This design comes from an exercise in tuning for small area on the open sky130 flow, not from production work.
In this exercise RTL edits were held to simulation tests only and were not proved equivalent to the original.
The flow treats the clock pin as an ideal source, which a real chip does not have.
Power is estimated from default activity; no workload was simulated.

<file path="flow/flow/synth.tcl">
# The standard synthesis (synth_recipe.tcl), with only the ABC script that
# maps the combinational logic replaced by an area-oriented one (flow/area.abc).
# Registers are mapped by dfflibmap before ABC runs, so they are unchanged.
proc synth {args} { yosys synth -nofsm -noshare {*}$args }
proc abc {args} {
  set i [lsearch -exact $args -script]
  if {$i >= 0} { lset args [expr {$i+1}] $::env(MY_ABC_SCRIPT) }
  yosys abc {*}$args
}
source $::env(SCRIPTS_DIR)/synth.tcl
# left out here: clear keep_hierarchy, flatten, clean up, hide names made inside functions, write 1_2_yosys.v
</file>
<file path="flow/constraint.sdc">
create_clock -name core_clock -period 8.0 [get_ports {clk}]
set_input_delay 1.6000 -clock core_clock [delete_from_list [all_inputs] [get_ports {clk}]]
set_output_delay 1.6000 -clock core_clock [all_outputs]
set_load 0.01 [all_outputs]
</file>
<file path="flow/design.v">
`timescale 1ns / 1ps
module NMRPulseSequencer #(
    parameter US_DIVIDER = 125
    )(
    input wire clk,
    input wire rst,
    input wire force_on,
    input wire amp_on,
    input wire [31:0] Alen_in,
    input wire [31:0] Blen_in,
    input wire [31:0] ABdly_in,
    input wire [31:0] BBdly_in,
    input wire [15:0] BBcnt_in,
    input wire [31:0] BlankLen_in,
    output wire     sync_out,
    output wire     pulse_out,
    output wire     blank_out
    );
    wire us_zero;
    generate
        if (US_DIVIDER == 125) begin : g_lfsr
            reg  [6:0] us_lfsr;
            assign us_zero = (us_lfsr == 7'b1010000);
            always @(posedge clk)
                if (rst | us_zero)
                    us_lfsr <= 7'd0;
                else
                    us_lfsr <= {us_lfsr[5:0], ~(us_lfsr[6] ^ us_lfsr[5])};
        end else begin : g_count
            reg [$clog2(US_DIVIDER)-1:0] us_counter;
            assign us_zero = ~|us_counter;
            always @(posedge clk)
                if (rst | us_zero)
                    us_counter <= US_DIVIDER - 1;
                else
                    us_counter <= us_counter - 1;
        end
    endgenerate
    localparam STATE_AH    = 3'd0;
    localparam STATE_AL    = 3'd1;
    localparam STATE_BH    = 3'd2;
    localparam STATE_BL    = 3'd3;
    localparam STATE_BNEXT = 3'd4;
    localparam STATE_STOP  = 3'd5;
    reg  [2:0]  state;
    reg  [31:0] p;
    reg  [15:0] b_cnt;
    reg         pulse_reg;
    reg         pulse_reg_prv;
    reg  [31:0] blank_q;
    reg  [31:0] cmp;
    always @* begin
        case (state[1:0])
            2'd0: cmp = Alen_in;
            2'd1: cmp = ABdly_in;
            2'd2: cmp = Blen_in;
            default: cmp = BBdly_in;
        endcase
    end
    wire hit = (p == cmp);
    wire b_start = ~state[2] & state[0] & hit;
    wire b_zero = ~|b_cnt;
    wire blank_trigger = ~pulse_reg & pulse_reg_prv;
    wire blank_nz = |blank_q;
    wire blank_dec = blank_nz & us_zero;
    always @(posedge clk)
        if (rst) begin
            state <= STATE_AH;
            p <= 0;
            pulse_reg <= 0;
            pulse_reg_prv <= 0;
            blank_q <= 0;
            b_cnt <= BBcnt_in;
        end else begin
            if (b_start)
                p <= {31'd0, us_zero};
            else
                p <= p + us_zero;
            pulse_reg <= 0;
            case (state)
                STATE_AH: begin
                        pulse_reg <= 1;
                        if (hit)
                            state <= STATE_AL;
                    end
                STATE_AL: begin
                        if (hit)
                            state <= b_zero ? STATE_STOP : STATE_BH;
                    end
                STATE_BH: begin
                        pulse_reg <= 1;
                        if (hit)
                            state <= STATE_BNEXT;
                    end
                STATE_BNEXT: begin
                        state <= b_zero ? STATE_STOP : STATE_BL;
                    end
                STATE_BL: begin
                        if (hit)
                            state <= STATE_BH;
                    end
                default: state <= STATE_STOP;
            endcase
            b_cnt <= b_cnt - b_start;
            pulse_reg_prv <= pulse_reg;
            if (blank_trigger & ~blank_dec)
                blank_q <= BlankLen_in;
            else
                blank_q <= blank_q - blank_dec;
        end
    assign pulse_out = pulse_reg | force_on;
    assign sync_out = (state == STATE_AH) & pulse_out;
    assign blank_out = (blank_nz | blank_trigger) | ~amp_on;
endmodule
</file>
<file path="flow/standard.sh">
#!/bin/bash
# synth_recipe.tcl (not shown) runs the flow's synth.tcl, then flattens the netlist and writes it again
# the make line also repeats each setting of config.mk as NAME=value (left out here)
make -C /OpenROAD-flow-scripts/flow DESIGN_CONFIG=/design/flow/config.mk WORK_HOME=/design/flow/orfs CLKGATE_MAP_FILE= SYNTH_SCRIPT=/design/flow/synth_recipe.tcl "${@:-finish}"
</file>
<file path="flow/config.mk">
export PLATFORM = sky130hd
export DESIGN_NAME = NMRPulseSequencer
export DESIGN_NICKNAME = NMRPulseSequencer
export VERILOG_FILES = /design/flow/design.v
export SDC_FILE = /design/flow/constraint.sdc
export NUM_CORES = 4
export LEC_CHECK = 0
export CAP_MARGIN = 20
export CORE_MARGIN = 2
export CORE_UTILIZATION = 60
export PLACE_DENSITY = 0.75
export SLEW_MARGIN = 20
</file>
<file path="flow/flow/area.abc">
&get -n
&st
&deepsyn -T 60
&dch -f
&nf -p -a -R 1000
&put
topo
</file>
<file path="flow/flow/run.sh">
#!/bin/bash
# Layout flow: the standard ORFS flow (standard.sh) with
#  - the standard synthesis, but an area-oriented ABC script (flow/synth.tcl,
#    flow/area.abc) for the combinational logic; registers are unchanged
#  - minimum-size buffers on the ports (every port still gets one)
#  - small clock-tree buffers and no dummy clock loads
# ORFS writes each step's full log under orfs/logs/; make's output goes to standard.log.
set -euo pipefail
W=$(pwd)
export MY_ABC_SCRIPT=$W/flow/area.abc
bash standard.sh \
  SYNTH_SCRIPT=$W/flow/synth.tcl \
  "BUFFER_PORTS_ARGS=-buffer_cell sky130_fd_sc_hd__buf_1" \
  "CTS_ARGS=-sink_clustering_enable -repair_clock_nets -dont_use_dummy_load -buf_list sky130_fd_sc_hd__clkbuf_8" \
  finish > $W/standard.log 2>&1
</file>
==> impl_metrics.csv, run 1 <==
group,metric,value,unit
global_routing,grt_max_degree,49,
setup_path,reg2reg_to,"b_cnt[14]$_DFF_P_",
die,core_area,0.00773,mm^2
synth,mappedNetlistNets,772,
timing,fin_crit,5.55,ns
timing,setup_viol,0,
clock_tree,cts_resized,0,
setup_path,crit_arrival,5.77,ns
placement,portBuffers,182,
die,row_count,32,
routing,wirelength,14.2,mm
run,max-cap-violations,0,
synth,synth.area.mux_share,0.209,%
synth,synth_fa_ha_area_share,1.57,%
die,dieArea,0.00872,mm^2
clock_tree,cts.clk_slew.worst_paths,0.10,ns
die,start_util,62.0,%
routing,route.detailed.drc,0,
synth,synth_top_family_by_area,"simple AND/OR/NAND/NOR gates",
setup_path,critPathMaxFanout,4,
power_and_ir_drop,power.density,144,mW/mm^2
synth,synthFlopType,"dfxtp_1",
die,io-pin-count,183,
die,fp.dieH,93.4,um
synth,synth_cell_type_count,45,
clock_tree,clk_latency,0.36,ns
global_routing,track_usage,32.3,%
cells_and_area,num_antenna_cells,0,
die,fp.dieW,93.4,um
setup_path,crit_end,"b_cnt[14]$_DFF_P_",
clock_tree,cts_tree,"yes",
synth,synth_area_per_cell,8.18,um^2
setup_path,crit_type,"primary input to flip-flop",
outcome,status,"finished clean",
timing,fmax,180,MHz
setup_path,cp-startpoint,"Alen_in[30]",
routing,dr.pass1.iters,6,
cells_and_area,drive_gt1_share,1.80,%
clock_tree,htree_num_levels,3,
routing,drt_iter0_markers,372,
timing,relSlewSlack,39.6,%
timing,setup_tns,0,ns
cells_and_area,top_regs,"blank_q: 32 flops, p: 32 flops, b_cnt: 16 flops",
clock_tree,clockBufferDepth,2,
routing,routedWlPerCell,16.1,um
timing,finalHoldViolCount,0,
synth,synth_compound_area_share,24.4,%
synth,synth.yosys.seq_area_share,38.4,%
routing,num_vias,5408,
global_routing,grt_pass1_vias,5061,
placement,dpl.hpwl,10.9,mm
worst_hold_path,hold_path_class,"flip-flop to flip-flop",
setup_path,timing.rr.start,"state[0]$_SDFFE_PP0P_",
clock_tree,clkSinkCount,92,
cells_and_area,nets,967,
timing,tightest_slew,0.906,ns
timing,fin_skew,0.0257,ns
clock_tree,post_cts_buffers,0,
clock_tree,cts_made_buffers,9,
routing,ant_nets,0,
global_routing,grt_first_pass_wirelength,22.6,mm
cells_and_area,syn_to_final_growth,20.0,%
setup_path,r2r_cells,19,
synth,synth-edff-count,0,
setup_path,crit_required,8.22,ns
timing,fin_ws,2.45,ns
power_and_ir_drop,vdd_drop_max,0.000170,V
placement,gp_congestion,0.942,
setup_path,critPathCaptureType,"flip-flop",
timing,post-route-period-util,69.4,%
synth,synthSimpleGateAreaFrac,27.8,%
clock_tree,clockRootBuffer,"clkbuf_8",
setup_path,rrSetupSlack,2.47,ns
synth,async_flop_share,0,%
synth,synth_warnings,1,
global_routing,gr-total-overflow,0,
setup_path,startpoint_type,"primary input",
global_routing,grt_antenna_before_repair,0,
synth,synth-xor-area-share,7.13,%
synth,syn_inst,586,
routing,routed_via_density,6.14,
power_and_ir_drop,p_leak,0.00208,uW
timing,slew_viol_final,0,
synth,synth-seq-cells,92,
synth,syn_area,0.00479,mm^2
clock_tree,hold_buffers,0,
placement,pre_cts_slack,2.17,ns
timing,rsz0062_at_grt,"false",
power by group:
part / internal [uW] / leakage, uW / switching (uW) / total, uW
clock: 101 / 0.0000647 / 139 / 240
sequential: 473 / 0.000751 / 13.6 / 486
combinational: 48.2 / 0.00127 / 52.9 / 101
per-stage QoR:
step | total power, uW | instances | util [%] | hold slack [ns] | instance area [um^2]
2_1_floorplan | 542 | 586 | - | 0.439 | 4790
3_3_place_gp | 591 | 872 | 72.8 | 0.447 | 5620
3_5_place_dp | 595 | 872 | 72.8 | 0.457 | 5620
4_1_cts | 828 | 881 | 74.4 | 0.475 | 5750
5_1_grt | 863 | 881 | 74.5 | 0.488 | 5750
6_report | 828 | 881 | 74.5 | 0.476 | 5750
worst max-delay path, cell delays in order:
cell	delay, ns
buf_1	0.08
o22a_1	0.13
o221ai_1	0.17
a22oi_1	0.25
o21ai_0	0.10
a21oi_1	0.13
o2111ai_1	0.13
a2111oi_0	0.39
o2111ai_1	0.18
nor4_1	0.63
and2_0	0.31
ha_1	0.29
ha_1	0.24
nand2b_1	0.11
nor3_1	0.21
nand2_1	0.14
nor3_1	0.38
a31o_1	0.21
o21ai_0	0.09
cell usage after synthesis, drive strengths merged, types with 3 or more instances:
library cell | number | area [um^2]
a21oi | 41 | 205
o221ai | 16 | 140
nor3 | 43 | 215
a222oi | 10 | 100
xor2 | 15 | 131
o22ai | 14 | 87.6
and4 | 3 | 26.3
xnor2 | 24 | 210
ha | 6 | 75.1
and3 | 27 | 169
nor2b | 14 | 87.6
nor2 | 49 | 184
a221oi | 3 | 26.3
nand4 | 6 | 37.5
nand2 | 74 | 278
a31oi | 3 | 18.8
o22a | 16 | 140
dfxtp | 92 | 1840
o21ai | 44 | 220
a22o | 5 | 43.8
nand2b | 10 | 62.6
or4 | 5 | 37.5
a21o | 6 | 45.0
clkinv | 6 | 22.5
nand3 | 3 | 15.0
a2111oi | 3 | 26.3
nor4 | 17 | 106
or2 | 6 | 37.5
cell usage in the layout, fill, tap and decap left out, drive strengths merged, types with 3 or more instances in the layout:
| master | n |
|---|---|
| and4 | 3 |
| nand2b | 10 |
| a222oi | 10 |
| o22a | 16 |
| clkbuf | 10 |
| nand4 | 6 |
| nand3 | 3 |
| nand2 | 74 |
| a221oi | 3 |
| a21oi | 41 |
| or2 | 6 |
| a2111oi | 3 |
| o221ai | 16 |
| nor3 | 43 |
| clkinv | 6 |
| buf | 183 |
| xnor2 | 24 |
| and3 | 27 |
| o21ai | 44 |
| xor2 | 15 |
| o22ai | 14 |
| a21o | 6 |
| nor4 | 17 |
| a22o | 5 |
| or4 | 5 |
| nor2b | 14 |
| ha | 6 |
| a31oi | 3 |
| dfxtp | 92 |
| nor2 | 49 |
kinds of logic (layout without fill, tap and decap cells):
| family | count (synthesis) | after routing |
|---|---|---|
| adders and majority gates | 6 | 6 |
| muxes | 1 | 1 |
| and+or+nand+nor | 267 | 267 |
| AOI/OAI and AO/OA | 175 | 175 |
| buffers and inverters | 6 | 199 |
| DFF | 92 | 92 |
| xor gates and xnor gates | 39 | 39 |
worst min-delay path by stage:
stage                                            start                      endpoint  slack [ns]  cells after the start
after floorplan           g_lfsr.us_lfsr[1]$_SDFF_PP0_  g_lfsr.us_lfsr[2]$_SDFF_PP0_        0.44                      1
after global placement    g_lfsr.us_lfsr[0]$_SDFF_PP0_  g_lfsr.us_lfsr[1]$_SDFF_PP0_        0.45                      1
final                     g_lfsr.us_lfsr[6]$_SDFF_PP0_  g_lfsr.us_lfsr[0]$_SDFF_PP0_        0.48                      2
after global routing      g_lfsr.us_lfsr[2]$_SDFF_PP0_  g_lfsr.us_lfsr[3]$_SDFF_PP0_        0.49                      1
after CTS                 g_lfsr.us_lfsr[0]$_SDFF_PP0_  g_lfsr.us_lfsr[1]$_SDFF_PP0_        0.48                      1
after detailed placement  g_lfsr.us_lfsr[3]$_SDFF_PP0_  g_lfsr.us_lfsr[4]$_SDFF_PP0_        0.46                      1
cell type report:
type | instances | area [um^2]
clock buffer | 9 | 124
fill | 631 | 1970
inverter | 6 | 22.5
multi-input combinational | 488 | 2940
sequential | 92 | 1840
tap | 102 | 128
timing repair buffer | 184 | 699
routing by layer:
metal	wire length [um]	GRT usage, %
met4	337	10.0
met1	5880	40.1
met3	1240	8.54
met2	6770	54.8
met5	0	0
==> run 2: changes to the inputs <==
--- a/flow/config.mk
+++ b/flow/config.mk
@@ -7,6 +7,7 @@
 export LEC_CHECK = 0
 export CAP_MARGIN = 20
 export CORE_MARGIN = 2
-export CORE_UTILIZATION = 60
-export PLACE_DENSITY = 0.75
+export CORE_UTILIZATION = 40
+export CTS_BUF_LIST = sky130_fd_sc_hd__clkbuf_8
+export PLACE_DENSITY = 0.6
 export SLEW_MARGIN = 20
==> run 2 against run 1 <==
Core utilization fell by 24 points; cell count is 4.8% higher; still clean; sequential cell count is the same.
==> impl_metrics.csv, run 2 <==
group,metric,value,unit
cells_and_area,multi_input_area,0.00293,mm^2
timing,relSlewSlack,37.1,%
clock_tree,cts_resized,0,
power_and_ir_drop,p_int,622,uW
timing,fin_crit,5.46,ns
timing,tightest_slew,0.944,ns
synth,synth_commonest_cells,"dfxtp_1 (92), nand2_1 (74), nor2_1 (49)",
cells_and_area,fill_cells,1170,
synth,async_flop_share,0,%
synth,synth-seq-cells,92,
global_routing,grt_max_degree,49,
placement,gp_congestion,0.908,
routing,drt_iter0_markers,367,
cells_and_area,drive_gt1_share,1.92,%
timing,slew_viol_final,0,
run,max-cap-violations,0,
power_and_ir_drop,p_comb_share,12.1,%
power_and_ir_drop,swShare,24.7,%
timing,fin_ws,2.54,ns
cells_and_area,final_util,50.3,%
outcome,status,"finished clean",
routing,num_vias,5235,
timing,finalHoldViolCount,0,
synth,synth-edff-count,0,
cells_and_area,fin_area,0.00582,mm^2
synth,synth_cell_type_count,45,
placement,placed_area,0.00569,mm^2
die,fp.dieH,113,um
clock_tree,clockRootBuffer,"clkbuf_8",
synth,synth_top_area_cell,"dfxtp_1",
die,io-pin-count,183,
die,core_area,0.0116,mm^2
global_routing,grt.met3_usage,4.89,%
synth,yosys.area.top_type_share,38.4,%
setup_path,crit_required,8.19,ns
timing,fin_skew,0.0299,ns
synth,mappedNetlistNets,772,
routing,ant_nets,0,
die,start_util,41.4,%
timing,setup_tns,0,ns
setup_path,timing.rr.start,"state[0]$_SDFFE_PP0P_",
cells_and_area,syn_to_final_growth,21.3,%
synth,syn_area,0.00479,mm^2
global_routing,use_met1,31.6,%
routing,route.detailed.drc,0,
setup_path,crit_arrival,5.65,ns
timing,rsz0062_at_grt,"false",
routing,routedWlPerCell,15.6,um
worst_hold_path,min_from,"g_lfsr.us_lfsr[3]$_SDFF_PP0_",
clock_tree,cts.clk_slew.worst_paths,0.08,ns
setup_path,cp-startpoint,"state[0]$_SDFFE_PP0P_",
clock_tree,clkSinkCount,92,
synth,syn_inst,586,
global_routing,grt.busiest_layer,"met2",
global_routing,grt_pass1_vias,4971,
placement,dpl.hpwl,11.1,mm
global_routing,grt_first_pass_wirelength,23.6,mm
timing,setup_viol,0,
power_and_ir_drop,power.density,142,mW/mm^2
setup_path,crit_type,"flip-flop to flip-flop",
cells_and_area,layout_common_cells,"buf_1 (181), dfxtp_1 (92), nand2_1 (74)",
setup_path,critPathMaxFanout,22,
placement,pre_cts_slack,2.31,ns
synth,synthFlopType,"dfxtp_1",
clock_tree,clockBufferDepth,2,
routing,dr.pass1.iters,6,
clock_tree,cts_made_buffers,9,
power_and_ir_drop,p_leak,0.00209,uW
timing,post-route-period-util,68.2,%
power_and_ir_drop,seq_power_share,58.8,%
routing,routed_via_density,5.67,
global_routing,track_usage,22.4,%
power_and_ir_drop,power.share.clock,29.2,%
setup_path,critPathCaptureType,"flip-flop",
placement,portBuffers,182,
synth,synth.yosys.seq_area_share,38.4,%
routing,wirelength,14.4,mm
synth,netlist_top_cells_area,"dfxtp_1 (38%), nand2_1 (5.8%), o21ai_0 (4.6%), nor3_1 (4.5%), xnor2_1 (4.4%)",
power_and_ir_drop,p_sw,205,uW
clock_tree,cts_tree,"yes",
timing,holdWs,0.473,ns
setup_path,startpoint_type,"flip-flop",
cells_and_area,seq_area,0.00184,mm^2
die,row_count,39,
cells_and_area,top_regs,"blank_q: 32 flops, p: 32 flops, b_cnt: 16 flops",
synth,synth_warnings,1,
clock_tree,htree_num_levels,3,
worst_hold_path,hold_path_class,"flip-flop to flip-flop",
cells_and_area,num_antenna_cells,0,
clock_tree,clk_latency,0.36,ns
timing,fmax,183,MHz
die,dieArea,0.0129,mm^2
global_routing,grt_antenna_before_repair,0,
die,fp.dieW,113,um
setup_path,rrSetupSlack,2.54,ns
global_routing,gr-total-overflow,0,
clock_tree,post_cts_buffers,0,
cells_and_area,final_common_cell,"buf_1",
clock_tree,hold_buffers,0,
global_routing,grtUsageMet2,35.1,%
synth,synth_most_common_cell,"dfxtp_1",
power_and_ir_drop,vdd_drop_max,0.000120,V
cells_and_area,nets,968,
synth,synth_area_per_cell,8.18,um^2
run 2: through the flow:
step                std cells  total power (uW)
floorplan                 586               542
global placement          913               593
detailed placement        914               596
CTS                       923               838
global route              923               874
finish                    923               827
run 2: logic make-up (layout without fill, tap and decap cells):
kind of cell,after synthesis,in the layout,share of synthesized area (%)
and+or+nand+nor,267,267,27.8
muxes,1,1,0.209
DFF,92,92,38.4
buffers and inverters,6,200,0.470
adders and majority gates,6,6,1.57
AOI/OAI and AO/OA,175,175,24.4
xor gates and xnor gates,39,39,7.13
run 2: area by class of cell:
| cell class | count | area share (%) |
|---|---|---|
| inverter | 6 | 0.387 |
| clock buffer | 9 | 2.13 |
| multi-input combinational | 488 | 50.5 |
| timing repair buffer | 185 | 12.3 |
| tap | 143 | 3.08 |
| sequential | 92 | 31.7 |
run 2: power groups by stage:
stage	Clock (uW)	Sequential, uW	Combinational [uW]
3_3_place_gp	0	496	97.0
3_5_place_dp	0	497	99.0
6_report	241	486	99.7
2_1_floorplan	0	493	49.2
4_1_cts	253	486	99.8
5_1_grt	274	488	112
run 2: metal layers:
layer,vias to the layer above,routed length (um)
met3,7,805
li1,2628,-
met4,0,86
met2,162,6540
met5,-,0
met1,2438,6930
run 2: path summary, 6_finish.rpt:
kind | cells after the start | endpoint
min | 1 | g_lfsr.us_lfsr[4]$_SDFF_PP0_
min reg2reg | 1 | g_lfsr.us_lfsr[4]$_SDFF_PP0_
max reg2reg | 19 | b_cnt[12]$_DFF_P_
max | 19 | b_cnt[12]$_DFF_P_
run 2: critical path: stages (launching register included):
cell and delay, ns:
dfxtp_1 0.54, nand2b_1 0.78, o22a_1 0.26, o221ai_1 0.16, a22oi_1 0.20, o21ai_0 0.10
a21oi_1 0.12, o2111ai_1 0.12, a2111oi_0 0.32, o2111ai_1 0.17, nor4_1 0.68, and2_0 0.32
ha_1 0.26, ha_1 0.20, nand2b_1 0.10, nor3_1 0.19, nand2_1 0.15, nor3_1 0.36
xnor2_1 0.16, o21ai_0 0.09
==> run 3: changes to the inputs <==
--- a/flow/flow/run.sh
+++ b/flow/flow/run.sh
@@ -11,5 +11,5 @@
 bash standard.sh \
   SYNTH_SCRIPT=$W/flow/synth.tcl \
   "BUFFER_PORTS_ARGS=-buffer_cell sky130_fd_sc_hd__buf_1" \
-  "CTS_ARGS=-sink_clustering_enable -repair_clock_nets -dont_use_dummy_load -buf_list sky130_fd_sc_hd__clkbuf_8" \
+  "CTS_ARGS=-sink_clustering_enable -repair_clock_nets -dont_use_dummy_load -buf_list {sky130_fd_sc_hd__clkbuf_4 sky130_fd_sc_hd__clkbuf_8 sky130_fd_sc_hd__clkbuf_16}" \
   finish > $W/standard.log 2>&1
==> run 3 against run 2 <==
Count of clock-buffer cells in the layout stayed put; critical endpoint unchanged; setup slack better by 0.048 ns; first-iteration DRC count is 0.27% lower; hold slack worse by 0.0024 ns; routed wire length is 0.38% higher; cell count stayed put.
==> impl_metrics.csv, run 3 <==
group,metric,value,unit
setup_path,crit_required,8.18,ns
setup_path,crit_type,"flip-flop to flip-flop",
global_routing,grt_max_degree,49,
cells_and_area,syn_to_final_growth,23.4,%
synth,synthSimpleGateAreaFrac,27.8,%
timing,slew_viol_final,0,
setup_path,rrSetupSlack,2.59,ns
cells_and_area,top_regs,"blank_q: 32 flops, p: 32 flops, b_cnt: 16 flops",
outcome,status,"finished clean",
power_and_ir_drop,p_leak,0.00214,uW
synth,synth_warnings,1,
synth,synth.yosys.seq_area_share,38.4,%
synth,synth-seq-cells,92,
setup_path,crit_arrival,5.59,ns
global_routing,gr-total-overflow,0,
cells_and_area,drive_gt1_share,1.92,%
timing,setup_viol,0,
timing,rsz0062_at_grt,"false",
setup_path,r2r_cells,19,
synth,synth_cell_type_count,45,
synth,synth_top_family_by_area,"simple AND/OR/NAND/NOR gates",
timing,fmax,185,MHz
timing,relSlewSlack,36.0,%
routing,drt_iter0_markers,366,
synth,netlist_top_cells_area,"dfxtp_1 (38%), nand2_1 (5.8%), o21ai_0 (4.6%), nor3_1 (4.5%), xnor2_1 (4.4%)",
synth,synth-xor-area-share,7.13,%
timing,fin_crit,5.41,ns
routing,dr.pass1.iters,5,
cells_and_area,fin_area,0.00592,mm^2
timing,setup_tns,0,ns
die,row_count,39,
timing,tightest_slew,0.960,ns
routing,num_vias,5202,
setup_path,timing.rr.start,"state[0]$_SDFFE_PP0P_",
synth,synth_fa_ha_area_share,1.57,%
timing,holdWs,0.471,ns
power_and_ir_drop,power.density,158,mW/mm^2
clock_tree,clkSinkCount,92,
placement,dpl.hpwl,11.1,mm
global_routing,grt_antenna_before_repair,0,
setup_path,critPathMaxFanout,22,
routing,ant_nets,0,
synth,synthFlopType,"dfxtp_1",
die,start_util,41.4,%
setup_path,startpoint_type,"flip-flop",
clock_tree,htree_num_levels,3,
clock_tree,post_cts_buffers,0,
synth,synth_compound_area_share,24.4,%
timing,post-route-period-util,67.6,%
worst_hold_path,min_from,"g_lfsr.us_lfsr[0]$_SDFF_PP0_",
synth,synth_top_area_cell,"dfxtp_1",
power_and_ir_drop,vdd_drop_max,0.000142,V
timing,fin_skew,0.0210,ns
synth,yosys.area.top_type_share,38.4,%
routing,route.detailed.drc,0,
synth,synth_area_per_cell,8.18,um^2
cells_and_area,num_antenna_cells,0,
global_routing,grt_pass1_vias,4970,
synth,async_flop_share,0,%
synth,mappedNetlistNets,772,
timing,finalHoldViolCount,0,
die,fp.dieH,113,um
clock_tree,clockBufferDepth,2,
cells_and_area,fill_cells,1161,
synth,synth.area.mux_share,0.209,%
placement,pre_cts_slack,2.31,ns
clock_tree,hold_buffers,0,
cells_and_area,final_common_cell,"buf_1",
cells_and_area,nets,968,
clock_tree,cts_resized,0,
synth,syn_area,0.00479,mm^2
routing,routedWlPerCell,15.6,um
clock_tree,clockRootBuffer,"clkbuf_16",
die,core_area,0.0116,mm^2
die,io-pin-count,183,
clock_tree,clk_latency,0.34,ns
cells_and_area,layout_common_cells,"buf_1 (181), dfxtp_1 (92), nand2_1 (74)",
setup_path,critPathCaptureType,"flip-flop",
synth,syn_inst,586,
clock_tree,cts.clk_slew.worst_paths,0.06,ns
clock_tree,cts_tree,"yes",
run,max-cap-violations,0,
global_routing,track_usage,22.4,%
die,fp.dieW,113,um
setup_path,crit_end,"b_cnt[12]$_DFF_P_",
routing,routed_via_density,5.64,
clock_tree,cts_made_buffers,9,
worst_hold_path,hold_path_class,"flip-flop to flip-flop",
die,dieArea,0.0129,mm^2
global_routing,grt_first_pass_wirelength,23.5,mm
synth,synth_most_common_cell,"dfxtp_1",
setup_path,cp-startpoint,"state[0]$_SDFFE_PP0P_",
placement,gp_congestion,0.908,
synth,synth-edff-count,0,
placement,portBuffers,182,
setup_path,reg2reg_to,"b_cnt[12]$_DFF_P_",
synth,synth_commonest_cells,"dfxtp_1 (92), nand2_1 (74), nor2_1 (49)",
placement,placed_area,0.00569,mm^2
routing,wirelength,14.4,mm
timing,fin_ws,2.59,ns
run 3: metal layers:
layer | up-vias | wire (um) | GRT usage, %
li1 | 2628 | - | -
met1 | 2412 | 6910 | 31.3
met2 | 156 | 6550 | 35.5
met3 | 6 | 871 | 5.47
met4 | 0 | 88 | 4.80
met5 | - | 0 | 0
run 3: worst min path at each step:
stage | endpoint | cells after the start | slack [ns]
finish | g_lfsr.us_lfsr[1]$_SDFF_PP0_ | 1 | 0.47
global route | g_lfsr.us_lfsr[2]$_SDFF_PP0_ | 1 | 0.48
CTS | g_lfsr.us_lfsr[1]$_SDFF_PP0_ | 1 | 0.47
detailed placement | g_lfsr.us_lfsr[1]$_SDFF_PP0_ | 1 | 0.46
global placement | g_lfsr.us_lfsr[1]$_SDFF_PP0_ | 1 | 0.45
floorplan | g_lfsr.us_lfsr[2]$_SDFF_PP0_ | 1 | 0.44
run 3: kinds of logic after synthesis:
logic type	after synthesis
adders and majority gates	6
xor gates and xnor gates	39
AOI/OAI and AO/OA	175
buffers and inverters	6
muxes	1
and+or+nand+nor	267
DFF	92
run 3: critical path: stages (launching register included):
cell       delay [ns]
dfxtp_1          0.53
nand2b_1         0.80
o22a_1           0.26
o221ai_1         0.15
a22oi_1          0.20
o21ai_0          0.11
a21oi_1          0.12
o2111ai_1        0.12
a2111oi_0        0.32
o2111ai_1        0.17
nor4_1           0.65
and2_0           0.32
ha_1             0.26
ha_1             0.20
nand2b_1         0.10
nor3_1           0.19
nand2_1          0.15
nor3_1           0.36
xnor2_1          0.16
o21ai_0          0.09
run 3: cell type report:
class,instances,area [um^2],area share (%)
Timing Repair Buffer,185,714,12.1
Inverter,6,22.5,0.381
Sequential cell,92,1840,31.1
Multi-Input combinational cell,488,2930,49.6
Clock buffer,9,225,3.81
Tap cell,143,179,3.02
run 3: where the power goes:
group | internal (uW) | switching (uW)
combinational | 48.5 | 51.3
sequential | 473 | 13.4
clock | 198 | 153
total | 720 | 218
run 3: metrics by stage:
step           utilization [%]  total power [uW]  cells
5_1_grt                   51.2               984    923
2_1_floorplan                -               542    586
3_3_place_gp              49.1               593    913
4_1_cts                   51.1               950    923
6_report                  51.2               937    923
3_5_place_dp              49.2               596    914
==> run 4: changes to the inputs <==
==> flow/design.v (replaced) <==
`timescale 1ns / 1ps
module NMRPulseSequencer #(
    parameter US_DIVIDER = 125
    )(
    input wire clk,
    input wire rst,
    input wire force_on,
    input wire amp_on,
    input wire [31:0] Alen_in,
    input wire [31:0] Blen_in,
    input wire [31:0] ABdly_in,
    input wire [31:0] BBdly_in,
    input wire [15:0] BBcnt_in,
    input wire [31:0] BlankLen_in,
    output wire     sync_out,
    output wire     pulse_out,
    output wire     blank_out
    );
    wire us_zero;
    generate
        if (US_DIVIDER == 125) begin : g_lfsr
            reg  [6:0] us_lfsr;
            assign us_zero = (us_lfsr == 7'b1010000);
            always @(posedge clk)
                if (rst | us_zero)
                    us_lfsr <= 7'd0;
                else
                    us_lfsr <= {us_lfsr[5:0], ~(us_lfsr[6] ^ us_lfsr[5])};
        end else begin : g_count
            reg [$clog2(US_DIVIDER)-1:0] us_counter;
            assign us_zero = ~|us_counter;
            always @(posedge clk)
                if (rst | us_zero)
                    us_counter <= US_DIVIDER - 1;
                else
                    us_counter <= us_counter - 1;
        end
    endgenerate
    reg  [1:0]  m;
    reg  [1:0]  s;
    reg  [31:0] p;
    reg  [15:0] b_cnt;
    reg  [31:0] blank_q;
    reg  [31:0] cmp;
    always @* begin
        case (s)
            2'd0: cmp = ABdly_in;
            2'd1: cmp = Blen_in;
            2'd2: cmp = BBdly_in;
            default: cmp = Alen_in;
        endcase
    end
    wire hit = (p == cmp);
    wire pulse_reg = ~m[1] & m[0];
    wire blank_trigger = m[1] & ~m[0];
    wire st_ah = (m == 2'b11) | (pulse_reg & (s == 2'd3));
    wire st_bnext = pulse_reg & (s == 2'd2);
    wire st_high = st_ah | (s == 2'd1);        
    wire b_start = hit & ((s == 2'd0) | ((s == 2'd2) & ~m[0]));
    wire b_zero = ~|b_cnt;
    wire blank_nz = |blank_q;
    wire blank_dec = blank_nz & us_zero;
    reg  [1:0] s_next;
    always @* begin
        if (st_ah)
            s_next = hit ? 2'd0 : 2'd3;
        else if (st_bnext)
            s_next = b_zero ? 2'd3 : 2'd2;
        else case (s)
            2'd0: s_next = hit ? (b_zero ? 2'd3 : 2'd1) : 2'd0;
            2'd1: s_next = hit ? 2'd2 : 2'd1;
            2'd2: s_next = hit ? 2'd1 : 2'd2;
            default: s_next = 2'd3;
        endcase
    end
    always @(posedge clk)
        if (rst) begin
            m <= 2'b11;
            s <= 2'd3;
            p <= 0;
            blank_q <= 0;
            b_cnt <= BBcnt_in;
        end else begin
            if (b_start)
                p <= {31'd0, us_zero};
            else
                p <= p + us_zero;
            m <= {~st_high & pulse_reg, st_high};
            s <= s_next;
            b_cnt <= b_cnt - b_start;
            if (blank_trigger & ~blank_dec)
                blank_q <= BlankLen_in;
            else
                blank_q <= blank_q - blank_dec;
        end
    assign pulse_out = pulse_reg | force_on;
    assign sync_out = st_ah & pulse_out;
    assign blank_out = (blank_nz | blank_trigger) | ~amp_on;
endmodule
--- a/flow/flow/run.sh
+++ b/flow/flow/run.sh
@@ -11,5 +11,5 @@
 bash standard.sh \
   SYNTH_SCRIPT=$W/flow/synth.tcl \
   "BUFFER_PORTS_ARGS=-buffer_cell sky130_fd_sc_hd__buf_1" \
-  "CTS_ARGS=-sink_clustering_enable -repair_clock_nets -dont_use_dummy_load -buf_list {sky130_fd_sc_hd__clkbuf_4 sky130_fd_sc_hd__clkbuf_8 sky130_fd_sc_hd__clkbuf_16}" \
+  "CTS_ARGS=-sink_clustering_enable -repair_clock_nets -dont_use_dummy_load -buf_list sky130_fd_sc_hd__clkbuf_8" \
   finish > $W/standard.log 2>&1
==> flow/config.mk (replaced) <==
export PLATFORM = sky130hd
export DESIGN_NAME = NMRPulseSequencer
export DESIGN_NICKNAME = NMRPulseSequencer
export VERILOG_FILES = /design/flow/design.v
export SDC_FILE = /design/flow/constraint.sdc
export NUM_CORES = 4
export LEC_CHECK = 0
export CAP_MARGIN = 0
export CORE_MARGIN = 2
export CORE_UTILIZATION = 60
export PLACE_DENSITY = 0.75
export SLEW_MARGIN = 0
==> run 4 against run 3 <==
Still clean; via count up 2.8%; combinational power down 19%; sequential cell count down 1; synthesized cell count up 1.2%; cell count down 3.5%; power down 16%; core utilization up 23 points; clock skew up 0.0027 ns; count of clock-buffer cells in the layout unchanged; hold slack worse by 0.0017 ns; critical endpoint is now b_cnt[15]$_DFF_P_; largest power group unchanged.
==> impl_metrics.csv, run 4 <==
group,metric,value,unit
die,io-pin-count,183,
cells_and_area,layout_common_cells,"buf_1 (182), dfxtp_1 (91), nand2_1 (73)",
cells_and_area,final_common_cell,"buf_1",
cells_and_area,final_util,74.3,%
routing,ant_nets,0,
power_and_ir_drop,seq_power_share,59.3,%
power_and_ir_drop,p_comb_share,10.2,%
clock_tree,clkSinkCount,91,
die,dieArea,0.00868,mm^2
power_and_ir_drop,power.share.clock,30.6,%
cells_and_area,syn_to_final_growth,20.4,%
timing,setup_viol,0,
cells_and_area,num_antenna_cells,0,
synth,synth_warnings,1,
die,fp.dieW,93.2,um
die,core_area,0.00773,mm^2
synth,syn_area,0.00477,mm^2
placement,portBuffers,182,
routing,route.detailed.drc,0,
routing,wirelength,13.8,mm
synth,synth_most_common_cell,"dfxtp_1",
timing,fmax,199,MHz
cells_and_area,top_regs,"blank_q: 32 flops, p: 32 flops, b_cnt: 16 flops",
routing,drt_iter0_markers,416,
clock_tree,post_cts_buffers,0,
clock_tree,clk_latency,0.36,ns
setup_path,critPathMaxFanout,5,
power_and_ir_drop,p_int,602,uW
setup_path,crit_arrival,5.28,ns
timing,post-route-period-util,62.9,%
timing,slew_viol_final,0,
synth,synth_area_per_cell,8.04,um^2
synth,synth_top_area_cell,"dfxtp_1",
synth,async_flop_share,0,%
power_and_ir_drop,p_leak,0.00214,uW
cells_and_area,drive_gt1_share,1.90,%
setup_path,critPathCaptureType,"flip-flop",
routing,dr.pass1.iters,7,
timing,fin_skew,0.0238,ns
timing,relSlewSlack,20.1,%
setup_path,crit_required,8.25,ns
synth,synth_cell_type_count,41,
synth,yosys.area.top_type_share,38.2,%
global_routing,grt_max_degree,33,
global_routing,gr-total-overflow,0,
timing,tightest_slew,1.20,ns
synth,synthFlopType,"dfxtp_1",
global_routing,track_usage,31.5,%
clock_tree,cts_made_buffers,9,
cells_and_area,fill_cells,650,
power_and_ir_drop,power.density,138,mW/mm^2
clock_tree,cts.clk_slew.worst_paths,0.09,ns
timing,fin_crit,5.03,ns
clock_tree,cts_resized,0,
placement,dpl.hpwl,10.4,mm
synth,mappedNetlistNets,779,
run,max-cap-violations,0,
routing,num_vias,5346,
synth,synth.yosys.seq_area_share,38.2,%
timing,finalHoldViolCount,0,
routing,routedWlPerCell,15.5,um
timing,setup_tns,0,ns
global_routing,grt_first_pass_wirelength,21.7,mm
placement,gp_congestion,0.958,
power_and_ir_drop,p_sw,189,uW
setup_path,startpoint_type,"primary input",
synth,synth-seq-cells,91,
synth,netlist_top_cells_area,"dfxtp_1 (38%), nand2_1 (5.7%), a21oi_1 (5.2%), o21ai_0 (5.1%), nor3_1 (4.1%)",
clock_tree,htree_num_levels,3,
cells_and_area,multi_input_area,0.00292,mm^2
clock_tree,clockRootBuffer,"clkbuf_8",
routing,routed_via_density,6.00,
outcome,status,"finished clean",
die,fp.dieH,93.2,um
synth,synth_commonest_cells,"dfxtp_1 (91), nand2_1 (73), a21oi_1 (50)",
setup_path,crit_type,"primary input to flip-flop",
clock_tree,hold_buffers,0,
cells_and_area,nets,977,
timing,rsz0062_at_grt,"false",
die,row_count,32,
synth,synth-edff-count,0,
global_routing,grt_antenna_before_repair,0,
global_routing,grt_pass1_vias,4786,
die,start_util,61.7,%
clock_tree,clockBufferDepth,2,
power_and_ir_drop,swShare,23.9,%
synth,syn_inst,593,
power_and_ir_drop,vdd_drop_max,0.000112,V
cells_and_area,seq_area,0.00182,mm^2
clock_tree,cts_tree,"yes",
worst_hold_path,hold_path_class,"flip-flop to flip-flop",
[run 4: cell count changes in the layout (fill, tap and decap cells not counted), moves of 4 or more]
cell / change
clkbuf_8: +9
o22a_1: -9
a21boi_0: +8
o21ai_0: +5
a221oi_1: +4
nor3_1: -4
o221ai_1: -7
a222oi_1: +6
nand3_1: +9
clkbuf_16: -9
a21oi_1: +9
or4_1: -5
xor2_1: -4
[run 4: per-layer routing]
metal | up-vias | part of all wire [%] | GRT usage [%]
met2 | 233 | 48 | 54.6
met5 | - | 0 | 0
met3 | 18 | 9.7 | 6.29
met4 | 0 | 1.6 | 10.8
li1 | 2648 | - | -
met1 | 2447 | 40 | 39.1
[run 4: power groups by stage]
stage | clock (uW) | combinational, uW | sequential [uW]
floorplan | 0 | 34.5 | 478
global route | 267 | 89.7 | 470
global placement | 0 | 77.4 | 479
detailed placement | 0 | 79.2 | 479
CTS | 247 | 80.0 | 469
finish | 242 | 80.4 | 469
[run 4: critical path: stages]
cell and delay, ns:
buf_1 0.07, a222oi_1 0.30, nand2_1 0.14, xor2_1 0.16
nor4_1 0.33, nand4_1 0.15, nor4_1 0.32, nand4_1 0.26
nand2b_1 0.30, clkinv_1 0.08, ha_1 0.17, nand2_1 0.07
or2_0 0.25, nand2b_1 0.21, nand2b_1 0.22, nor3b_1 0.25
xor2_1 0.10, mux2_1 0.29
[run 4: metrics by stage]
stage	worst slack, ns	area, um^2	hold WS, ns	instances	total power [uW]
2_1_floorplan	3.29	4770	0.439	593	512
3_3_place_gp	2.89	5620	0.448	882	557
3_5_place_dp	2.65	5620	0.458	882	559
4_1_cts	3.04	5740	0.472	891	796
5_1_grt	2.67	5740	0.482	891	827
6_report	2.97	5740	0.469	891	791
[run 4: cells by family after synthesis]
family	count (synthesis)	synth area share, %
fa+ha+maj	6	1.57
xor+xnor	32	5.88
compound gates	189	25.8
mux	2	0.446
buf+inv	8	0.630
flops	91	38.2
simple gates	265	27.5
[run 4: worst paths after layout]
path	cells after the start	from	slack [ns]	endpoint
worst max-delay path	18	Blen_in[2]	2.97	b_cnt[15]$_DFF_P_
worst min-delay path	1	g_lfsr.us_lfsr[1]$_SDFF_PP0_	0.47	g_lfsr.us_lfsr[2]$_SDFF_PP0_
worst max register to register	18	s[0]$_SDFF_PP1_	3.24	b_cnt[15]$_DFF_P_
worst min register to register	1	g_lfsr.us_lfsr[1]$_SDFF_PP0_	0.47	g_lfsr.us_lfsr[2]$_SDFF_PP0_
[run 4: area by class of cell]
cell class	instances	area share (%)
inverter	8	0.523
sequential	91	31.7
clock buffer	9	2.16
multi-input combinational	494	50.8
tap	102	2.22
timing repair buffer	187	12.5
==> run 5: changes to the inputs <==
==> flow/flow/area.abc (replaced) <==
&get -n
&st
&deepsyn -T 60 -S 3
&dch -f
&nf -p -a -R 1000
&put
topo
==> run 5 against run 4 <==
Cell count is 0.45% lower; routed wire length down 4.5%; power is 5.2% higher; setup slack worse by 0.11 ns; count of clock-buffer cells in the layout unchanged; global-route usage is 1.7 points lower; via count down 3.8%; clock power down 2%; critical path type unchanged.
==> impl_metrics.csv, run 5 <==
group,metric,value,unit
routing,num_vias,5141,
die,row_count,32,
run,max-cap-violations,0,
die,io-pin-count,183,
cells_and_area,nets,973,
timing,relSlewSlack,19.5,%
setup_path,reg2reg_to,"b_cnt[13]$_DFF_P_",
timing,slew_viol_final,0,
synth,synthFlopType,"dfxtp_1",
clock_tree,htree_num_levels,3,
synth,mappedNetlistNets,774,
routing,routedWlPerCell,14.8,um
worst_hold_path,hold_path_class,"flip-flop to flip-flop",
cells_and_area,layoutNonFillerInstCount,887,
routing,wirelength,13.2,mm
synth,synth_top_area_cell,"dfxtp_1",
setup_path,crit_required,8.20,ns
global_routing,grt_pass1_vias,4752,
worst_hold_path,hold_depth,1,
clock_tree,cts_tree,"yes",
setup_path,timing.rr.start,"s[0]$_SDFF_PP1_",
synth,syn_inst,588,
setup_path,crit_arrival,5.35,ns
routing,routed_via_density,5.80,
power_and_ir_drop,p_leak,0.00206,uW
synth,synth-seq-cells,91,
synth,synth_cell_type_count,39,
synth,synth_most_common_cell,"dfxtp_1",
power_and_ir_drop,power.density,145,mW/mm^2
worst_hold_path,holdPathEnd,"g_lfsr.us_lfsr[1]$_SDFF_PP0_",
cells_and_area,final_common_cell,"buf_1",
cells_and_area,fill_cells,636,
power_and_ir_drop,vdd_drop_max,0.0000987,V
die,fp.dieH,92.9,um
global_routing,gr-total-overflow,0,
timing,setup_viol,0,
setup_path,rrSetupSlack,3.14,ns
global_routing,grt_first_pass_wirelength,20.9,mm
synth,syn_area,0.00474,mm^2
global_routing,grt_max_degree,39,
routing,route.detailed.drc,0,
routing,ant_nets,0,
clock_tree,clockBufferDepth,2,
cells_and_area,layout_common_cells,"buf_1 (182), dfxtp_1 (91), nand2_1 (65)",
placement,dp.cells,878,
placement,dpl.hpwl,10.1,mm
clock_tree,clockRootBuffer,"clkbuf_8",
timing,finalHoldViolCount,0,
setup_path,crit_type,"primary input to flip-flop",
clock_tree,clk_latency,0.34,ns
routing,drt_iter0_markers,232,
setup_path,r2r_cells,20,
placement,portBuffers,182,
cells_and_area,final_util,74.5,%
die,dieArea,0.00863,mm^2
die,start_util,61.7,%
global_routing,grt_antenna_before_repair,0,
setup_path,startpoint_type,"primary input",
timing,post-route-period-util,64.3,%
outcome,status,"finished clean",
die,core_area,0.00769,mm^2
synth,yosys.area.top_type_share,38.4,%
global_routing,track_usage,29.8,%
synth,async_flop_share,0,%
synth,synth_warnings,1,
cells_and_area,syn_to_final_growth,20.8,%
cells_and_area,top_regs,"blank_q: 32 flops, p: 32 flops, b_cnt: 16 flops",
power_and_ir_drop,p_total,832,uW
clock_tree,hold_buffers,0,
synth,synth_commonest_cells,"dfxtp_1 (91), nand2_1 (65), nor2_1 (55)",
timing,fin_crit,5.14,ns
synth,netlist_top_cells_area,"dfxtp_1 (38%), xnor2_1 (5.5%), o22ai_1 (5.3%), nand2_1 (5.1%), o21ai_0 (4.9%)",
setup_path,critPathMaxFanout,4,
clock_tree,post_cts_buffers,0,
synth,synth.yosys.seq_area_share,38.4,%
synth,synth-edff-count,0,
cells_and_area,num_antenna_cells,0,
cells_and_area,drive_gt1_share,2.17,%
worst_hold_path,min_from,"g_lfsr.us_lfsr[0]$_SDFF_PP0_",
timing,rsz0062_at_grt,"false",
timing,tightest_slew,1.21,ns
routing,dr.pass1.iters,4,
clock_tree,clkSinkCount,91,
setup_path,critPathCaptureType,"flip-flop",
clock_tree,cts.clk_slew.worst_paths,0.08,ns
clock_tree,cts_made_buffers,9,
timing,fmax,194,MHz
placement,gp_congestion,0.967,
die,fp.dieW,92.9,um
clock_tree,cts_resized,0,
timing,setup_tns,0,ns
timing,fin_skew,0.0206,ns
synth,synth_area_per_cell,8.06,um^2
run 5: how the worst max path moves through the flow:
| stage | slack [ns] | endpoint | depth (start not counted) | startpoint |
|---|---|---|---|---|
| 2_1_floorplan | 2.77 | p[10]$_SDFF_PP0_ | 9 | Alen_in[11] |
| 3_3_place_gp | 2.73 | b_cnt[13]$_DFF_P_ | 18 | Alen_in[11] |
| 3_5_place_dp | 2.52 | b_cnt[13]$_DFF_P_ | 18 | Alen_in[11] |
| 4_1_cts | 2.87 | b_cnt[13]$_DFF_P_ | 18 | Alen_in[11] |
| 5_1_grt | 2.46 | b_cnt[13]$_DFF_P_ | 18 | Alen_in[11] |
| 6_report | 2.86 | b_cnt[13]$_DFF_P_ | 18 | Alen_in[11] |
run 5: cells by family after synthesis:
family,share of synthesized area [%]
multiplexers,0.211
AND/OR/NAND/NOR,26.1
buffers and inverters,0.634
AO/OA/AOI/OAI,24.2
XOR/XNOR,8.87
flip-flops,38.4
adder cells (fa/ha/maj),1.58
run 5: final cells by class:
| type | count | area, um^2 | area share, % |
|---|---|---|---|
| timing repair buffer | 188 | 728 | 12.7 |
| multi-input combinational | 489 | 2890 | 50.5 |
| inverter | 8 | 30.0 | 0.524 |
| clock buffer | 9 | 124 | 2.16 |
| sequential | 91 | 1820 | 31.8 |
| tap | 102 | 128 | 2.23 |
run 5: metrics by stage:
step	hold slack, ns	setup slack, ns	cell area (um^2)
floorplan	0.439	2.77	4740
global placement	0.454	2.73	5600
detailed placement	0.461	2.52	5600
CTS	0.467	2.87	5730
global route	0.470	2.46	5730
finish	0.461	2.86	5730
run 5: where the power goes:
group / internal (uW) / leakage, uW / switching, uW / total, uW
combinational: 53.7 / 0.00125 / 55.6 / 109
sequential: 469 / 0.000743 / 15.2 / 485
clock: 101 / 0.0000647 / 137 / 238
run 5: per-layer routing:
metal / global-route usage, % / wire [um] / share of wire, % / vias to the layer above
met5: 0 / 0 / 0 / -
met4: 10.2 / 229 / 1.7 / 0
met3: 5.45 / 800 / 6.1 / 18
met2: 52.8 / 6490 / 49 / 175
met1: 36.3 / 5650 / 43 / 2342
li1: - / - / - / 2606
run 5: critical path: stages:
cell and delay (ns):
buf_1 0.07, o22a_1 0.14, o221ai_1 0.13, a221o_1 0.39, a2111oi_0 0.39, nand4_1 0.18
nor4_1 0.57, nand2_1 0.22, nor2_1 0.22, ha_1 0.21, nand2_1 0.09, nor2_1 0.19
nand2_1 0.12, nor3_1 0.28, nand2_1 0.12, nor3_1 0.18, xnor2_1 0.15, o21ai_0 0.09
==> run 6: changes to the inputs <==
--- a/flow/config.mk
+++ b/flow/config.mk
@@ -7,6 +7,6 @@
 export LEC_CHECK = 0
 export CAP_MARGIN = 0
 export CORE_MARGIN = 2
-export CORE_UTILIZATION = 60
-export PLACE_DENSITY = 0.75
+export CORE_UTILIZATION = 75
+export PLACE_DENSITY = 0.85
 export SLEW_MARGIN = 0
==> run 6 against run 5 <==
Synthesized cell count unchanged; the flow now stops in global placement (3_3_place_gp); synthesized area unchanged.
==> impl_metrics.csv, run 6 <==
group,metric,value,unit
die,fp.dieH,83.5,um
synth,synth-edff-count,0,
placement,portBuffers,182,
synth,syn_area,0.00474,mm^2
die,start_util,78.7,%
synth,async_flop_share,0,%
synth,synth_cell_type_count,39,
die,io-pin-count,183,
die,fp.dieW,83.5,um
outcome,status,"aborted with a tool error",
synth,synth_commonest_cells,"dfxtp_1 (91), nand2_1 (65), nor2_1 (55)",
synth,synth_area_per_cell,8.06,um^2
synth,syn_inst,588,
synth,yosys.area.top_type_share,38.4,%
synth,mappedNetlistNets,774,
synth,synthFlopType,"dfxtp_1",
synth,synth_top_area_cell,"dfxtp_1",
synth,synth-seq-cells,91,
synth,synth_most_common_cell,"dfxtp_1",
synth,netlist_top_cells_area,"dfxtp_1 (38%), xnor2_1 (5.5%), o22ai_1 (5.3%), nand2_1 (5.1%), o21ai_0 (4.9%)",
die,row_count,28,
synth,synth.yosys.seq_area_share,38.4,%
outcome,flow.stopped_at,"global placement (3_3_place_gp)",
synth,synth_warnings,1,
outcome,toolErrorMsg,"[ERROR GPL-0301] Utilization 102.527 % exceeds 100%.",
[run 6: cell counts after synthesis]
Identical to the previous run, type by type.
[run 6: logic make-up after synthesis]
family,after synthesis,share of synthesized area (%)
muxes,1,0.211
adders and majority gates,6,1.58
xor gates and xnor gates,48,8.87
AOI/OAI and AO/OA,181,24.2
buffers and inverters,8,0.634
and+or+nand+nor,253,26.1
DFF,91,38.4
==> run 7: changes to the inputs <==
==> flow/flow/run.sh (replaced) <==
#!/bin/bash
# Layout flow: the standard ORFS flow (standard.sh) with
#  - the standard synthesis, but an area-oriented ABC script (flow/synth.tcl,
#    flow/area.abc) for the combinational logic; registers are unchanged
#  - minimum-size buffers on the ports (every port still gets one)
#  - a clock tree of clkbuf_4 cells, no dummy clock loads, and the
#    buffers that would give a slow clock slew upsized (flow/post_cts.tcl)
# ORFS writes each step's full log under orfs/logs/; make's output goes to standard.log.
set -euo pipefail
W=$(pwd)
export MY_ABC_SCRIPT=$W/flow/area.abc
export MY_CLK_SLEW_PS=100
bash standard.sh \
  SYNTH_SCRIPT=$W/flow/synth.tcl \
  "BUFFER_PORTS_ARGS=-buffer_cell sky130_fd_sc_hd__buf_1" \
  "CTS_ARGS=-sink_clustering_enable -repair_clock_nets -dont_use_dummy_load -buf_list sky130_fd_sc_hd__clkbuf_4" \
  POST_CTS_TCL=$W/flow/post_cts.tcl \
  finish > $W/standard.log 2>&1
==> flow/flow/post_cts.tcl (new file) <==
# Clock-tree sizing after CTS (ORFS POST_CTS_TCL hook). CTS builds the tree
# from clkbuf_4 cells; every clock-tree buffer whose flip-flop clock pins see
# an estimated slew above MY_CLK_SLEW_PS is upsized to clkbuf_8, then the
# placement is legalized again.
set limit_ps $::env(MY_CLK_SLEW_PS)
estimate_parasitics -placement
proc clk_pin_slew_ps {pin} {
  set worst 0
  foreach edge {rise fall} {
    foreach analysis {min max} {
      set s [sta::time_ui_sta [get_property $pin slew_${analysis}_$edge]]
      set worst [expr {max($worst, $s * 1e12)}]
    }
  }
  return $worst
}
set slow {}
foreach pin [all_registers -clock_pins -edge_triggered] {
  set ps [clk_pin_slew_ps $pin]
  if {$ps > $limit_ps} {
    foreach drv [get_pins -of_objects [get_nets -of_objects $pin] -filter "direction == output"] {
      dict set slow [get_full_name [get_cells -of_objects $drv]] 1
    }
  }
}
set n 0
foreach inst [dict keys $slow] {
  if {[get_property [get_cells $inst] ref_name] eq "sky130_fd_sc_hd__clkbuf_4"} {
    replace_cell $inst sky130_fd_sc_hd__clkbuf_8
    puts "post_cts: upsized $inst to clkbuf_8"
    incr n
  }
}
puts "post_cts: upsized $n clock buffers"
if {$n > 0} {
  detailed_placement
  check_placement -verbose
  estimate_parasitics -placement
}
set worst 0
foreach pin [all_registers -clock_pins -edge_triggered] {
  set worst [expr {max($worst, [clk_pin_slew_ps $pin])}]
}
puts "post_cts: worst estimated clock-pin slew $worst ps"
--- a/flow/config.mk
+++ b/flow/config.mk
@@ -7,6 +7,6 @@
 export LEC_CHECK = 0
 export CAP_MARGIN = 0
 export CORE_MARGIN = 2
-export CORE_UTILIZATION = 75
-export PLACE_DENSITY = 0.85
+export CORE_UTILIZATION = 60
+export PLACE_DENSITY = 0.75
 export SLEW_MARGIN = 0
==> run 7 against run 6 <==
Now clean on timing, DRC and antenna; synthesized cell count unchanged; synthesized area unchanged.
==> impl_metrics.csv, run 7 <==
group,metric,value,unit
power_and_ir_drop,seq_power_share,59.3,%
setup_path,r2r_cells,20,
routing,routedWlPerCell,14.9,um
power_and_ir_drop,p_leak,0.00206,uW
synth,synth-edff-count,0,
setup_path,rrSetupSlack,3.12,ns
clock_tree,clkSinkCount,91,
setup_path,critPathMaxFanout,4,
placement,gp_congestion,0.967,
global_routing,grt_max_degree,39,
power_and_ir_drop,power.share.clock,27.5,%
synth,synth_commonest_cells,"dfxtp_1 (91), nand2_1 (65), nor2_1 (55)",
synth,synth_warnings,1,
routing,dr.pass1.iters,5,
outcome,status,"finished clean",
timing,relSlewSlack,18.7,%
global_routing,gr-total-overflow,0,
die,dieArea,0.00863,mm^2
cells_and_area,final_common_cell,"buf_1",
setup_path,crit_chain,"buf_1 > o22a_1 > o221ai_1 > a221o_1 > a2111oi_0 > nand4_1 > nor4_1 > nand2_1 > nor2_1 > ha_1 > nand2_1 > nor2_1 > nand2_1 > nor3_1 > nand2_1 > nor3_1 > xnor2_1 > o21ai_0",
synth,syn_inst,588,
cells_and_area,syn_to_final_growth,20.5,%
clock_tree,cts.clk_slew.worst_paths,0.09,ns
power_and_ir_drop,p_comb_share,13.3,%
worst_hold_path,holdPathEnd,"g_lfsr.us_lfsr[3]$_SDFF_PP0_",
setup_path,crit_arrival,5.36,ns
timing,fin_crit,5.07,ns
synth,syn_area,0.00474,mm^2
setup_path,critPathCaptureType,"flip-flop",
synth,netlist_top_cells_area,"dfxtp_1 (38%), xnor2_1 (5.5%), o22ai_1 (5.3%), nand2_1 (5.1%), o21ai_0 (4.9%)",
synth,synthFlopType,"dfxtp_1",
die,fp.dieH,92.9,um
placement,placed_area,0.00560,mm^2
power_and_ir_drop,vdd_drop_max,0.0000975,V
routing,wirelength,13.2,mm
power_and_ir_drop,swShare,25.2,%
timing,fmax,197,MHz
timing,rsz0062_at_grt,"false",
synth,synth.yosys.seq_area_share,38.4,%
setup_path,startpoint_type,"primary input",
timing,tightest_slew,1.22,ns
routing,num_vias,5155,
setup_path,crit_required,8.28,ns
die,fp.dieW,92.9,um
synth,synth_area_per_cell,8.06,um^2
clock_tree,clk_latency,0.43,ns
power_and_ir_drop,power.density,143,mW/mm^2
worst_hold_path,hold_depth,1,
setup_path,max_stage_delay,0.58,ns
cells_and_area,nets,973,
timing,post-route-period-util,63.4,%
global_routing,track_usage,29.8,%
power_and_ir_drop,p_total,818,uW
power_and_ir_drop,p_int,612,uW
die,start_util,61.7,%
placement,portBuffers,182,
timing,slew_viol_final,0,
synth,synth_cell_type_count,39,
synth,async_flop_share,0,%
timing,fin_skew,0.0251,ns
global_routing,grt_antenna_before_repair,0,
routing,route.detailed.drc,0,
cells_and_area,top_regs,"blank_q: 32 flops, p: 32 flops, b_cnt: 16 flops",
die,io-pin-count,183,
setup_path,critPathMostFrequentCell,"nand2_1",
global_routing,grt_pass1_vias,4695,
setup_path,crit_type,"primary input to flip-flop",
run,max-cap-violations,0,
routing,routed_via_density,5.81,
setup_path,reg2reg_to,"b_cnt[13]$_DFF_P_",
setup_path,critical_path.slowest_cell,"nor4_1",
routing,drt_iter0_markers,282,
setup_path,timing.rr.start,"s[0]$_SDFF_PP1_",
die,row_count,32,
timing,setup_viol,0,
cells_and_area,layout_common_cells,"buf_1 (182), dfxtp_1 (91), nand2_1 (65)",
worst_hold_path,min_from,"g_lfsr.us_lfsr[2]$_SDFF_PP0_",
global_routing,grt_first_pass_wirelength,20.8,mm
placement,dpl.hpwl,10.1,mm
synth,mappedNetlistNets,774,
synth,synth_most_common_cell,"dfxtp_1",
timing,finalHoldViolCount,0,
routing,ant_nets,0,
cells_and_area,drive_gt1_share,2.17,%
worst_hold_path,hold_path_class,"flip-flop to flip-flop",
die,core_area,0.00769,mm^2
timing,setup_tns,0,ns
synth,yosys.area.top_type_share,38.4,%
cells_and_area,num_antenna_cells,0,
clock_tree,cts_tree,"yes",
cells_and_area,fin_area,0.00571,mm^2
synth,synth-seq-cells,91,
power_and_ir_drop,p_sw,206,uW
synth,synth_top_area_cell,"dfxtp_1",
cells_and_area,fill_cells,635,
run 7: cell counts after synthesis:
No cell type changed its count.
run 7: worst max-delay path: cells and delay by family:
kind | cells | cell delay (ns)
simple gates | 10 | 2.20
compound gates | 5 | 1.13
buf+inv | 1 | 0.07
xor+xnor | 1 | 0.15
fa+ha+maj | 1 | 0.21
run 7: cell families (layout without fill, tap and decap cells):
family,after synthesis,count (layout),synth area share [%]
simple gates,253,253,26.1
mux,1,1,0.211
buf+inv,8,205,0.634
flops,91,91,38.4
compound gates,181,181,24.2
fa+ha+maj,6,6,1.58
xor+xnor,48,48,8.87
run 7: stage by stage:
| step | instances | utilization, % | setup slack (ns) | hold slack, ns |
|---|---|---|---|---|
| after global placement | 878 | 72.9 | 2.73 | 0.454 |
| after detailed placement | 878 | 72.9 | 2.52 | 0.461 |
| after global routing | 887 | 74.3 | 2.55 | 0.466 |
| after floorplan | 588 | - | 2.77 | 0.439 |
| final | 887 | 74.3 | 2.93 | 0.452 |
run 7: worst max path at each step:
stage | slack, ns | end | cells after the start | startpoint
after floorplan | 2.77 | p[10]$_SDFF_PP0_ | 9 | Alen_in[11]
after global placement | 2.73 | b_cnt[13]$_DFF_P_ | 18 | Alen_in[11]
after detailed placement | 2.52 | b_cnt[13]$_DFF_P_ | 18 | Alen_in[11]
after global routing | 2.55 | b_cnt[13]$_DFF_P_ | 18 | Alen_in[11]
final | 2.93 | b_cnt[13]$_DFF_P_ | 18 | Alen_in[11]
run 7: area by class of cell:
type,instances,area [um^2],share of cell area (%)
Clock buffer,9,111,1.95
Inverter,8,30.0,0.526
Multi-Input combinational cell,489,2890,50.7
Sequential cell,91,1820,31.9
Tap cell,102,128,2.23
Timing Repair Buffer,188,728,12.7
run 7: routing by layer:
metal	share of wire [%]	up-vias	track usage, %
met3	6.3	24	5.29
met4	2.1	0	10.4
met5	0	-	0
met1	43	2332	36.5
met2	49	186	52.4
li1	-	2613	-
run 7: power groups by stage:
stage / sequential [uW] / combinational (uW) / clock (uW)
finish: 485 / 109 / 225
global route: 487 / 122 / 247
detailed placement: 495 / 108 / 0
global placement: 494 / 105 / 0
floorplan: 491 / 57.9 / 0
==> run 8: changes to the inputs <==
--- a/flow/flow/run.sh
+++ b/flow/flow/run.sh
@@ -9,7 +9,7 @@
 set -euo pipefail
 W=$(pwd)
 export MY_ABC_SCRIPT=$W/flow/area.abc
-export MY_CLK_SLEW_PS=100
+export MY_CLK_SLEW_PS=120
 bash standard.sh \
   SYNTH_SCRIPT=$W/flow/synth.tcl \
   "BUFFER_PORTS_ARGS=-buffer_cell sky130_fd_sc_hd__buf_1" \
--- a/flow/flow/post_cts.tcl
+++ b/flow/flow/post_cts.tcl
@@ -15,14 +15,16 @@
   return $worst
 }
 set slow {}
+set drv_worst {}
 foreach pin [all_registers -clock_pins -edge_triggered] {
   set ps [clk_pin_slew_ps $pin]
-  if {$ps > $limit_ps} {
-    foreach drv [get_pins -of_objects [get_nets -of_objects $pin] -filter "direction == output"] {
-      dict set slow [get_full_name [get_cells -of_objects $drv]] 1
-    }
+  foreach drv [get_pins -of_objects [get_nets -of_objects $pin] -filter "direction == output"] {
+    set inst [get_full_name [get_cells -of_objects $drv]]
+    if {![dict exists $drv_worst $inst] || [dict get $drv_worst $inst] < $ps} { dict set drv_worst $inst $ps }
+    if {$ps > $limit_ps} { dict set slow $inst 1 }
   }
 }
+dict for {inst ps} $drv_worst { puts "post_cts: $inst worst clock-pin slew $ps ps" }
 set n 0
 foreach inst [dict keys $slow] {
   if {[get_property [get_cells $inst] ref_name] eq "sky130_fd_sc_hd__clkbuf_4"} {
==> run 8 against run 7 <==
Still clean on timing, DRC and antenna; via count grew 0.12%; count of clock-buffer cells in the layout is the same; non-clock buffer count is the same; die area is the same; register-to-register slack lost 0.05 ns; combinational power is essentially flat; core utilization shrank 0.24 points; clock power shrank 8%; maximum frequency shrank 0.42%; synthesized area is the same; sequential share of layout area grew 0.11 points; synthesized cell count is the same; highest routed layer unchanged.
==> impl_metrics.csv, run 8 <==
group,metric,value,unit
clock_tree,cts_tree,"yes",
timing,post-route-period-util,63.6,%
timing,tightest_slew,1.20,ns
placement,dpl.hpwl,10.1,mm
placement,gp_congestion,0.967,
worst_hold_path,hold_path_class,"flip-flop to flip-flop",
die,fp.dieH,92.9,um
power_and_ir_drop,vdd_drop_max,0.0000977,V
timing,fmax,196,MHz
synth,synthFlopType,"dfxtp_1",
timing,fin_skew,0.0437,ns
timing,slew_viol_final,0,
synth,syn_area,0.00474,mm^2
die,core_area,0.00769,mm^2
cells_and_area,syn_to_final_growth,20.1,%
timing,fin_crit,5.09,ns
die,dieArea,0.00863,mm^2
cells_and_area,final_util,74.1,%
setup_path,crit_type,"primary input to flip-flop",
synth,netlist_top_cells_area,"dfxtp_1 (38%), xnor2_1 (5.5%), o22ai_1 (5.3%), nand2_1 (5.1%), o21ai_0 (4.9%)",
synth,synth_cell_type_count,39,
clock_tree,clkSinkCount,91,
global_routing,grt_max_degree,39,
power_and_ir_drop,power.density,141,mW/mm^2
timing,rsz0062_at_grt,"false",
synth,async_flop_share,0,%
routing,ant_nets,0,
die,start_util,61.7,%
setup_path,crit_arrival,5.37,ns
synth,yosys.area.top_type_share,38.4,%
global_routing,track_usage,29.7,%
synth,synth_most_common_cell,"dfxtp_1",
die,row_count,32,
timing,relSlewSlack,20.1,%
cells_and_area,num_antenna_cells,0,
global_routing,gr-total-overflow,0,
timing,setup_viol,0,
placement,portBuffers,182,
synth,synth-edff-count,0,
cells_and_area,drive_gt1_share,2.17,%
timing,finalHoldViolCount,0,
routing,routedWlPerCell,14.8,um
timing,setup_tns,0,ns
global_routing,grt_pass1_vias,4710,
cells_and_area,fin_area,0.00569,mm^2
outcome,status,"finished clean",
clock_tree,clk_latency,0.44,ns
routing,wirelength,13.1,mm
global_routing,grt_first_pass_wirelength,20.7,mm
synth,synth_top_area_cell,"dfxtp_1",
run,max-cap-violations,0,
die,io-pin-count,183,
routing,drt_iter0_markers,290,
synth,synth-seq-cells,91,
synth,syn_inst,588,
synth,synth_warnings,1,
cells_and_area,final_common_cell,"buf_1",
synth,synth.yosys.seq_area_share,38.4,%
synth,mappedNetlistNets,774,
setup_path,critPathCaptureType,"flip-flop",
global_routing,grt_antenna_before_repair,0,
synth,synth_commonest_cells,"dfxtp_1 (91), nand2_1 (65), nor2_1 (55)",
routing,dr.pass1.iters,5,
setup_path,crit_required,8.28,ns
placement,placed_area,0.00560,mm^2
cells_and_area,layout_common_cells,"buf_1 (182), dfxtp_1 (91), nand2_1 (65)",
cells_and_area,top_regs,"blank_q: 32 flops, p: 32 flops, b_cnt: 16 flops",
setup_path,startpoint_type,"primary input",
clock_tree,cts.clk_slew.worst_paths,0.12,ns
synth,synth_area_per_cell,8.06,um^2
setup_path,critPathMaxFanout,4,
cells_and_area,nets,973,
routing,route.detailed.drc,0,
die,fp.dieW,92.9,um
routing,num_vias,5161,
routing,routed_via_density,5.82,
power_and_ir_drop,p_leak,0.00205,uW
[run 8: cell counts after synthesis]
No cell type changed its count.
[run 8: routing by layer]
metal	vias up	track usage (%)	wire [um]
met3	25	4.07	843
met4	0	11.6	295
met1	2336	36.5	5550
met2	190	52.4	6410
met5	-	0	0
li1	2610	-	-
[run 8: cells by family after synthesis]
kind of cell             Yosys count  synth area share, %
AO/OA/AOI/OAI                    181                 24.2
flip-flops                        91                 38.4
XOR/XNOR                          48                 8.87
AND/OR/NAND/NOR                  253                 26.1
adder cells (fa/ha/maj)            6                 1.58
multiplexers                       1                0.211
buffers and inverters              8                0.634
[run 8: worst max-delay path, stage by stage]
cell       delay [ns]
buf_1            0.07
o22a_1           0.14
o221ai_1         0.13
a221o_1          0.40
a2111oi_0        0.39
nand4_1          0.19
nor4_1           0.59
nand2_1          0.23
nor2_1           0.22
ha_1             0.21
ha_1             0.19
nand2b_1         0.10
nor2_1           0.21
nand2_1          0.09
or3_1            0.35
o21ai_0          0.18
a31oi_1          0.10
[run 8: path summary, 6_finish.rpt]
kind,from,end,slack [ns],cells after the start
min,g_lfsr.us_lfsr[0]$_SDFF_PP0_,g_lfsr.us_lfsr[1]$_SDFF_PP0_,0.46,1
max reg2reg,s[0]$_SDFF_PP1_,b_cnt[10]$_DFF_P_,3.07,19
max,Alen_in[11],b_cnt[10]$_DFF_P_,2.91,17
min reg2reg,g_lfsr.us_lfsr[0]$_SDFF_PP0_,g_lfsr.us_lfsr[1]$_SDFF_PP0_,0.46,1
[run 8: layout make-up]
class | count | area, um^2
Clock buffer | 9 | 92.6
Fill cell | 639 | 1990
Inverter | 8 | 30.0
Multi-Input combinational cell | 489 | 2890
Sequential cell | 91 | 1820
Tap cell | 102 | 128
Timing Repair Buffer | 188 | 728
[run 8: through the flow]
step	setup WS [ns]	power (uW)	std cells	hold slack, ns
2_1_floorplan	2.77	549	588	0.439
3_3_place_gp	2.73	599	878	0.454
3_5_place_dp	2.52	603	878	0.461
5_1_grt	2.57	836	887	0.464
6_report	2.91	801	887	0.459
[run 8: power breakdown]
group          total [uW]  leakage, uW  switching (uW)  internal (uW)
Clock                 207    0.0000518             134           73.6
Sequential            485     0.000743            15.3            469
Combinational         109      0.00125            55.0           53.7
Total                 801      0.00205             204            597

separate check: timing with driven ports:
In the flow no input, the clock included, has a driving cell. The finished layouts below were timed again as built, in two steps.
Step 1 assumes that a clkbuf_16 drives the clock port and a buf_2 every other input.
Step 2, shift: input delay + t, output delay - t, t = (earliest + latest rising clock arrival at the registers) / 2. This alone moves slack from input paths to output paths.
Three values: no drivers, after step 1, after step 2; two values: the first two.
run	shift t [ns]	setup slack, ns
run 1	0.381	2.449 / 2.459 / 2.078
run 2	0.372	2.542 / 2.542 / 2.262
run 3	0.364	2.590 / 2.591 / 2.299
run 4	0.379	2.967 / 2.980 / 2.601
run 5	0.365	2.857 / 2.862 / 2.496
run 7	0.451	2.930 / 2.933 / 2.483
run 8	0.447	2.908 / 2.910 / 2.464
After both steps setup and hold are still met in every run listed.
